Source: an optimization exercise on an open RTL-to-GDS flow (aim: small area). Production flows keep margins and buffers that such runs may drop. In this exercise RTL edits were held to simulation tests only and were not proved equivalent to the original. No driver is modelled on the clock port, so clock power and skew are understated where the tree is cut down; a real chip needs a root buffer or a tree. No activity file was given, so power comes from the tool's default toggle rates.

==> inputs of exp/willow <==
==> flow/design.v <==
module spi_top (
    input         clk,
    input         rst_n,
    input  [31:0] in_data_A,         
    output [31:0] out_data_B,        
    output [31:0] out_data_A,        
    output        done_A_to_B,       
    output        response_ready,    
    output        done_B_to_A        
);
    reg [1:0]  ph;
    reg [5:0]  n;
    reg [31:0] tx;
    reg [31:0] rx;
    reg [31:0] data_b;
    wire [1:0] ph_next;
    wire [5:0] n_next;
    wire ld_tx, sh_tx, hold_tx, fill, ld_b, hold_b, sh_rx, hold_rx, rx_bit;
    wire dab, rr, dba;
    ctl u_ctl (.ph(ph), .n(n), .tx(tx),
               .ph_next(ph_next), .n_next(n_next),
               .ld_tx(ld_tx), .sh_tx(sh_tx), .hold_tx(hold_tx), .fill(fill),
               .ld_b(ld_b), .hold_b(hold_b), .sh_rx(sh_rx), .hold_rx(hold_rx),
               .rx_bit(rx_bit),
               .done_A_to_B(dab), .response_ready(rr), .done_B_to_A(dba));
    always @(posedge clk or negedge rst_n) begin
        if (!rst_n) begin
            ph <= 2'd0;
            n  <= 6'd0;
        end else begin
            ph <= ph_next;
            n  <= n_next;
        end
    end
    wire [31:0] tx_next, b_next, rx_next;
    genvar i;
    generate
        for (i = 0; i < 32; i = i + 1) begin : g_bit
            sel3 u_tx (.s0(ld_tx), .d0(in_data_A[i]),
                       .s1(sh_tx), .d1(i == 0 ? fill : tx[(i + 31) % 32]),
                       .s2(hold_tx), .d2(tx[i]), .y(tx_next[i]));
            sel2 u_b  (.s0(ld_b), .d0(tx[(i + 31) % 32]),
                       .s1(hold_b), .d1(data_b[i]), .y(b_next[i]));
            sel2 u_rx (.s0(sh_rx), .d0(i == 0 ? rx_bit : rx[(i + 31) % 32]),
                       .s1(hold_rx), .d1(rx[i]), .y(rx_next[i]));
        end
    endgenerate
    always @(posedge clk)
        tx <= tx_next;
    always @(posedge clk or negedge rst_n) begin
        if (!rst_n) begin
            data_b <= 32'd0;
            rx     <= 32'd0;
        end else begin
            data_b <= b_next;
            rx     <= rx_next;
        end
    end
    assign out_data_B     = data_b;
    assign out_data_A     = rx;
    assign done_A_to_B    = dab;
    assign response_ready = rr;
    assign done_B_to_A    = dba;
endmodule
module sel2 (
    input  s0, d0,
    input  s1, d1,
    output y
);
    assign y = (s0 & d0) | (s1 & d1);
endmodule
module sel3 (
    input  s0, d0,
    input  s1, d1,
    input  s2, d2,
    output y
);
    assign y = (s0 & d0) | (s1 & d1) | (s2 & d2);
endmodule
module ctl (ph, n, tx, ph_next, n_next, ld_tx, sh_tx, hold_tx, hold_b, hold_rx, rx_bit, fill, ld_b, sh_rx, done_A_to_B, response_ready, done_B_to_A);
  input [1:0] ph;
  wire [1:0] ph;
  input [5:0] n;
  wire [5:0] n;
  input [31:0] tx;
  wire [31:0] tx;
  output [1:0] ph_next;
  wire [1:0] ph_next;
  output [5:0] n_next;
  wire [5:0] n_next;
  output ld_tx;
  wire ld_tx;
  output sh_tx;
  wire sh_tx;
  output hold_tx;
  wire hold_tx;
  output hold_b;
  wire hold_b;
  output hold_rx;
  wire hold_rx;
  output rx_bit;
  wire rx_bit;
  output fill;
  wire fill;
  output ld_b;
  wire ld_b;
  output sh_rx;
  wire sh_rx;
  output done_A_to_B;
  wire done_A_to_B;
  output response_ready;
  wire response_ready;
  output done_B_to_A;
  wire done_B_to_A;
  wire _00_;
  wire _01_;
  wire _02_;
  wire _03_;
  wire _04_;
  wire _05_;
  wire _06_;
  wire _07_;
  wire _08_;
  wire _09_;
  wire _10_;
  wire _11_;
  wire _12_;
  wire _13_;
  wire _14_;
  wire _15_;
  wire _16_;
  wire _17_;
  wire _18_;
  wire _19_;
  wire _20_;
  wire _21_;
  wire _22_;
  wire _23_;
  wire _24_;
  wire _25_;
  wire _26_;
  wire _27_;
  wire _28_;
  wire _29_;
  wire _30_;
  wire _31_;
  wire _32_;
  wire _33_;
  wire _34_;
  wire _35_;
  wire _36_;
  hm_inv_1 g0 (.A(n[5]), .Y(_08_));
  hm_inv_1 g1 (.A(n[4]), .Y(_09_));
  hm_nand2_1 g2 (.A(_08_), .B(_09_), .Y(_10_));
  hm_inv_1 g3 (.A(n[1]), .Y(_11_));
  hm_nand3_1 g4 (.A(n[2]), .B(_11_), .C(ph[0]), .Y(_12_));
  hm_nor2b_1 g5 (.A(ph[1]), .B_N(ph[0]), .Y(_13_));
  hm_inv_1 g6 (.A(ph[1]), .Y(_14_));
  hm_nor2_1 g7 (.A(_14_), .B(ph[0]), .Y(_15_));
  hm_inv_1 g8 (.A(n[0]), .Y(_16_));
  hm_o21ai_1 g9 (.A1(_13_), .A2(_15_), .B1(_16_), .Y(_17_));
  hm_nor4_1 g10 (.A(n[3]), .B(_10_), .C(_12_), .D(_17_), .Y(ld_b));
  hm_nand3_1 g11 (.A(ph[1]), .B(n[3]), .C(n[1]), .Y(_18_));
  hm_o22ai_1 g12 (.A1(_14_), .A2(ph[0]), .B1(_16_), .B2(_18_), .Y(_19_));
  hm_nor2_1 g13 (.A(n[2]), .B(ph[0]), .Y(_20_));
  hm_nor2_1 g14 (.A(_19_), .B(_20_), .Y(ph_next[0]));
  hm_nand3_1 g15 (.A(_08_), .B(_09_), .C(_20_), .Y(_21_));
  hm_nor3_1 g16 (.A(_16_), .B(_18_), .C(_21_), .Y(_22_));
  hm_nor2_1 g17 (.A(_11_), .B(_16_), .Y(_23_));
  hm_nor2_1 g18 (.A(n[2]), .B(_23_), .Y(_24_));
  hm_and3_1 g19 (.A(n[1]), .B(n[0]), .C(n[2]), .X(_25_));
  hm_nor3_1 g20 (.A(_22_), .B(_24_), .C(_25_), .Y(n_next[2]));
  hm_nand2_1 g21 (.A(n[3]), .B(_25_), .Y(_26_));
  hm_nor2_1 g22 (.A(_09_), .B(_26_), .Y(_27_));
  hm_a21oi_1 g23 (.A1(_09_), .A2(_26_), .B1(_27_), .Y(n_next[4]));
  hm_a21oi_1 g24 (.A1(_11_), .A2(_16_), .B1(_23_), .Y(n_next[1]));
  hm_nand2_1 g25 (.A(_08_), .B(_27_), .Y(_28_));
  hm_o21ai_1 g26 (.A1(_08_), .A2(_27_), .B1(_28_), .Y(n_next[5]));
  hm_nor3_1 g27 (.A(_14_), .B(_12_), .C(_16_), .Y(response_ready));
  hm_nor3_1 g28 (.A(n[2]), .B(ph[0]), .C(ph[1]), .Y(_29_));
  hm_a21oi_1 g29 (.A1(ph[1]), .A2(tx[0]), .B1(_29_), .Y(_30_));
  hm_nor2_1 g30 (.A(_19_), .B(_30_), .Y(_31_));
  hm_a21oi_1 g31 (.A1(tx[31]), .A2(_13_), .B1(_31_), .Y(done_A_to_B));
  hm_or2_1 g32 (.A(_16_), .B(_22_), .X(n_next[0]));
  hm_nor2b_1 g33 (.A(n_next[0]), .B_N(_19_), .Y(sh_rx));
  hm_nand4_1 g34 (.A(tx[21]), .B(tx[22]), .C(tx[16]), .D(tx[19]), .Y(_32_));
  hm_nand3_1 g35 (.A(tx[25]), .B(tx[26]), .C(tx[28]), .Y(_33_));
  hm_nand4_1 g36 (.A(tx[4]), .B(tx[7]), .C(tx[0]), .D(tx[2]), .Y(_34_));
  hm_nand4_1 g37 (.A(tx[13]), .B(tx[14]), .C(tx[8]), .D(tx[11]), .Y(_35_));
  hm_nor4_1 g38 (.A(_32_), .B(_33_), .C(_34_), .D(_35_), .Y(_36_));
  hm_nand4_1 g39 (.A(tx[20]), .B(tx[23]), .C(tx[17]), .D(tx[18]), .Y(_00_));
  hm_nand4_1 g40 (.A(tx[29]), .B(tx[30]), .C(tx[24]), .D(tx[27]), .Y(_01_));
  hm_nand4_1 g41 (.A(tx[5]), .B(tx[6]), .C(tx[1]), .D(tx[3]), .Y(_02_));
  hm_nand4_1 g42 (.A(tx[12]), .B(tx[15]), .C(tx[9]), .D(tx[10]), .Y(_03_));
  hm_nor4_1 g43 (.A(_00_), .B(_01_), .C(_02_), .D(_03_), .Y(_04_));
  hm_nand2_1 g44 (.A(_36_), .B(_04_), .Y(_05_));
  hm_nand2_1 g45 (.A(tx[31]), .B(_05_), .Y(_06_));
  hm_o21ai_1 g46 (.A1(tx[31]), .A2(_05_), .B1(_06_), .Y(rx_bit));
  hm_or2_1 g47 (.A(tx[31]), .B(_15_), .X(fill));
  hm_inv_1 g48 (.A(_17_), .Y(sh_tx));
  hm_a31o_1 g49 (.A1(_11_), .A2(_16_), .A3(_29_), .B1(_22_), .X(ld_tx));
  hm_a21oi_1 g50 (.A1(ph[1]), .A2(_25_), .B1(sh_rx), .Y(hold_rx));
  hm_inv_1 g51 (.A(ld_b), .Y(hold_b));
  hm_o21ai_1 g52 (.A1(_14_), .A2(_22_), .B1(hold_b), .Y(ph_next[1]));
  hm_o21ai_1 g53 (.A1(n[3]), .A2(_25_), .B1(_26_), .Y(_07_));
  hm_nor2_1 g54 (.A(_22_), .B(_07_), .Y(n_next[3]));
  hm_nor2_1 g55 (.A(sh_tx), .B(ld_tx), .Y(hold_tx));
  hm_nor3_1 g56 (.A(n[0]), .B(_21_), .C(_18_), .Y(done_B_to_A));
endmodule
module hm_a21oi_1 (input A1, A2, B1, output Y);
  assign Y = (~A1&~B1) | (~A2&~B1);
endmodule
module hm_a31o_1 (input A1, A2, A3, B1, output X);
  assign X = (A1&A2&A3) | (B1);
endmodule
module hm_and3_1 (input A, B, C, output X);
  assign X = (A&B&C);
endmodule
module hm_inv_1 (input A, output Y);
  assign Y = (~A);
endmodule
module hm_nand2_1 (input A, B, output Y);
  assign Y = (~A) | (~B);
endmodule
module hm_nand3_1 (input A, B, C, output Y);
  assign Y = (~A) | (~B) | (~C);
endmodule
module hm_nand4_1 (input A, B, C, D, output Y);
  assign Y = (~A) | (~B) | (~C) | (~D);
endmodule
module hm_nor2_1 (input A, B, output Y);
  assign Y = (~A&~B);
endmodule
module hm_nor2b_1 (input A, B_N, output Y);
  assign Y = (~A&B_N);
endmodule
module hm_nor3_1 (input A, B, C, output Y);
  assign Y = (~A&~B&~C);
endmodule
module hm_nor4_1 (input A, B, C, D, output Y);
  assign Y = (~A&~B&~C&~D);
endmodule
module hm_o21ai_1 (input A1, A2, B1, output Y);
  assign Y = (~A1&~A2) | (~B1);
endmodule
module hm_o22ai_1 (input A1, A2, B1, B2, output Y);
  assign Y = (~B1&~B2) | (~A1&~A2);
endmodule
module hm_or2_1 (input A, B, output X);
  assign X = (A) | (B);
endmodule
==> flow/flow/run.sh <==
#!/bin/bash
# The standard layout, with:
# - the smallest buffer on the ports instead of the resizer's default pick;
# - a clock tree without dummy loads, whose leaves flow/merge_leaves.tcl then
#   merges pairwise into four clkbuf_16s (CTS stops its H-tree at 15 sinks a
#   leaf), driven straight from the clock port;
# - ABC told that a cell output drives 1 fF, not 5, so it keeps the one-cell
#   modules of rtl/spi_top.v at drive strength 1 (sizing is left to the
#   resizer, which sees the real loads).
set -euo pipefail
bash standard.sh \
  "BUFFER_PORTS_ARGS=-buffer_cell sky130_fd_sc_hd__buf_1" \
  "CTS_ARGS=-sink_clustering_enable -repair_clock_nets -dont_use_dummy_load -root_buf sky130_fd_sc_hd__clkbuf_4" \
  "POST_CTS_TCL=$PWD/flow/merge_leaves.tcl" \
  "ABC_LOAD_IN_FF=1" \
  finish > standard.log 2>&1
==> flow/flow/merge_leaves.tcl <==
# Post-CTS: halve the number of clock leaf buffers. TritonCTS stops its H-tree at
# 15 sinks per leaf; for this design two neighbouring leaves fit one clkbuf_16.
# Each leaf buffer is paired with its nearest unpaired neighbour, the pair's
# sinks moved onto one buffer, the other buffer removed, and the kept buffer
# sized up. The leaves stay on the same root, one level down, so every sink
# keeps the same number of buffers on its clock path.
proc clk_leaf_merge { } {
  set block [ord::get_db_block]
  set clknet [$block findNet clk]
  set roots {}
  foreach it [$clknet getITerms] { if {[$it isInputSignal]} { lappend roots [$it getInst] } }
  if {[llength $roots] != 1} { puts "merge: [llength $roots] roots, skipped"; return }
  set root [lindex $roots 0]
  set rootnet [[$root findITerm X] getNet]
  set leaves {}
  foreach it [$rootnet getITerms] {
    if {[$it isInputSignal]} {
      set inst [$it getInst]
      if {![string match *clkbuf* [[$inst getMaster] getName]]} { puts "merge: root drives [[$inst getMaster] getName], skipped"; return }
      lappend leaves $inst
    }
  }
  puts "merge: [llength $leaves] leaves"
  set left $leaves
  while {[llength $left] >= 2} {
    set a [lindex $left 0]
    set left [lrange $left 1 end]
    lassign [$a getLocation] ax ay
    set best -1; set bd 1e18
    for {set i 0} {$i < [llength $left]} {incr i} {
      lassign [[lindex $left $i] getLocation] bx by
      set d [expr {abs($ax-$bx) + abs($ay-$by)}]
      if {$d < $bd} { set bd $d; set best $i }
    }
    set b [lindex $left $best]
    set left [lreplace $left $best $best]
    set na [[$a findITerm X] getNet]
    set nb [[$b findITerm X] getNet]
    foreach it [$nb getITerms] {
      if {[$it isInputSignal]} { $it disconnect; $it connect $na }
    }
    # move the kept buffer to the middle of the pair
    lassign [$b getLocation] bx by
    $a setLocation [expr {($ax+$bx)/2}] [expr {($ay+$by)/2}]
    [$b findITerm A] disconnect
    odb::dbInst_destroy $b
    odb::dbNet_destroy $nb
    replace_cell [get_cells [$a getName]] sky130_fd_sc_hd__clkbuf_16
  }
}
proc clk_root_drop { } {
  set block [ord::get_db_block]
  set clknet [$block findNet clk]
  set roots {}
  foreach it [$clknet getITerms] { if {[$it isInputSignal]} { lappend roots [$it getInst] } }
  if {[llength $roots] != 1} { return }
  set root [lindex $roots 0]
  set rootnet [[$root findITerm X] getNet]
  set loads {}
  foreach it [$rootnet getITerms] { if {[$it isInputSignal]} { lappend loads $it } }
  if {[llength $loads] > 4} { puts "drop: [llength $loads] leaves, root kept"; return }
  foreach it $loads { $it disconnect; $it connect $clknet }
  [$root findITerm A] disconnect
  odb::dbInst_destroy $root
  odb::dbNet_destroy $rootnet
  puts "drop: root removed, clk drives [llength $loads] leaves"
}
clk_leaf_merge
clk_root_drop
detailed_placement
estimate_parasitics -placement
==> flow/standard.sh <==
#!/bin/bash
# synth_recipe.tcl (not shown) runs the flow's synth.tcl, then flattens the netlist and writes it again
# the make line also repeats each setting of config.mk as NAME=value (left out here)
make -C /OpenROAD-flow-scripts/flow DESIGN_CONFIG=/design/flow/config.mk WORK_HOME=/design/flow/orfs CLKGATE_MAP_FILE= SYNTH_SCRIPT=/design/flow/synth_recipe.tcl "${@:-finish}"
==> flow/config.mk <==
export PLATFORM = sky130hd
export DESIGN_NAME = spi_top
export DESIGN_NICKNAME = spi_top
export VERILOG_FILES = /design/flow/design.v
export SDC_FILE = /design/flow/constraint.sdc
export NUM_CORES = 4
export LEC_CHECK = 0
export CAP_MARGIN = 0
export CORE_MARGIN = 2
export CORE_UTILIZATION = 65
export SLEW_MARGIN = 0
export SYNTH_HIERARCHICAL = 1
==> flow/constraint.sdc <==
create_clock -name core_clock -period 5.0 [get_ports {clk}]
set_input_delay 1.0000 -clock core_clock [delete_from_list [all_inputs] [get_ports {clk}]]
set_output_delay 1.0000 -clock core_clock [all_outputs]
set_load 0.01 [all_outputs]
==> exp/fjord (differences from exp/willow) <==
==> flow/flow/run.sh (replaced) <==
#!/bin/bash
# The standard layout, with:
# - the smallest buffer on the ports instead of the resizer's default pick;
# - a clock tree without dummy loads, whose leaves flow/merge_leaves.tcl then
#   merges pairwise into four clkbuf_16s (CTS stops its H-tree at 15 sinks a
#   leaf), driven straight from the clock port.
set -euo pipefail
bash standard.sh \
  "BUFFER_PORTS_ARGS=-buffer_cell sky130_fd_sc_hd__buf_1" \
  "CTS_ARGS=-sink_clustering_enable -repair_clock_nets -dont_use_dummy_load -root_buf sky130_fd_sc_hd__clkbuf_4" \
  "POST_CTS_TCL=$PWD/flow/merge_leaves.tcl" \
  "ABC_LOAD_IN_FF=1" \
  finish > standard.log 2>&1
==> comparison table <==
metric                                                                                exp/fjord              exp/willow
Post-route clock period utilization                                                       59.5%                   59.5%
Port-buffer cells                                                                           100                     100
Logic power comb                                                                      0.0404 mW               0.0404 mW
Highest-power group                                                                   registers               registers
Leakage power summed over all cells                                                     1.99 nW                 1.99 nW
Router iterations before antenna repair                                                       6                       6
Pin count of the biggest net entering global routing                                         73                      73
Total negative slack for setup checks                                                      0 ns                    0 ns
Initial antenna violation count                                                               0                       0
Max-slew violation total from the final report                                                0                       0
End of the worst register-to-register path                                      rx[1]$_DFF_PN0_         rx[1]$_DFF_PN0_
Endpoint of the worst hold-timing path                                      data_b[5]$_DFF_PN0_     data_b[5]$_DFF_PN0_
Transition time at the pin with the least slew margin                                   1.30 ns                 1.30 ns
DIE HEIGHT                                                                              79.7 um                 79.7 um
Startpoint of the lowest-slack hold path                                    data_b[5]$_DFF_PN0_     data_b[5]$_DFF_PN0_
Vias in the first global route                                                            2,775                   2,775
Max incr delay on CP                                                                    1.01 ns                 1.01 ns
Count of clock buffers in the final design                                                    4                       4
DRC violations left                                                                           0                       0
Detailed route wirelength on metal2                                                     4350 um                 4350 um
Result of the run                                              no timing/DRC/antenna violations  no timing/DRC/antenna violations
Synthesized-area fraction occupied by xor and xnor cells                                     0%                      0%
Cell count of the worst hold path                                                             1                       1
Count of plain and timing-repair buffers in the layout                                      103                     103
Share of the yosys chip area belonging to registers                                       65.5%                   65.5%
Most common cell after layout, fill and taps aside                       sky130_fd_sc_hd__buf_1  sky130_fd_sc_hd__buf_1
Clock slew at the register clock pins of the worst setup and hold paths                 0.09 ns                 0.09 ns

[port drivers added, routing unchanged]
The flow's constraints put no driver on any port. The routed layouts listed below were extracted and timed again, unchanged, in two steps. Step 1 sets driving cells, clkbuf_16 on the clock port and buf_2 on the other inputs (assumed; they add their load-dependent delay and slew). Step 2, shift: input delay + t, output delay - t, t = (earliest + latest rising clock arrival at the registers) / 2. This alone moves slack from input paths to output paths. Three values: ideal, step 1, step 2; two values: the first two.
run	t, ns	setup slack, ns	worst setup path at the end	clock arrival spread, ns	worst data-port slew with drivers (ns)
exp/willow	0.229	2.026 / 2.026 / 2.026	register to register	0.017 / 0.017	0.05
exp/fjord	0.229	2.026 / 2.026 / 2.026	register to register	0.017 / 0.017	0.05
After both steps setup and hold are still met in every run listed.
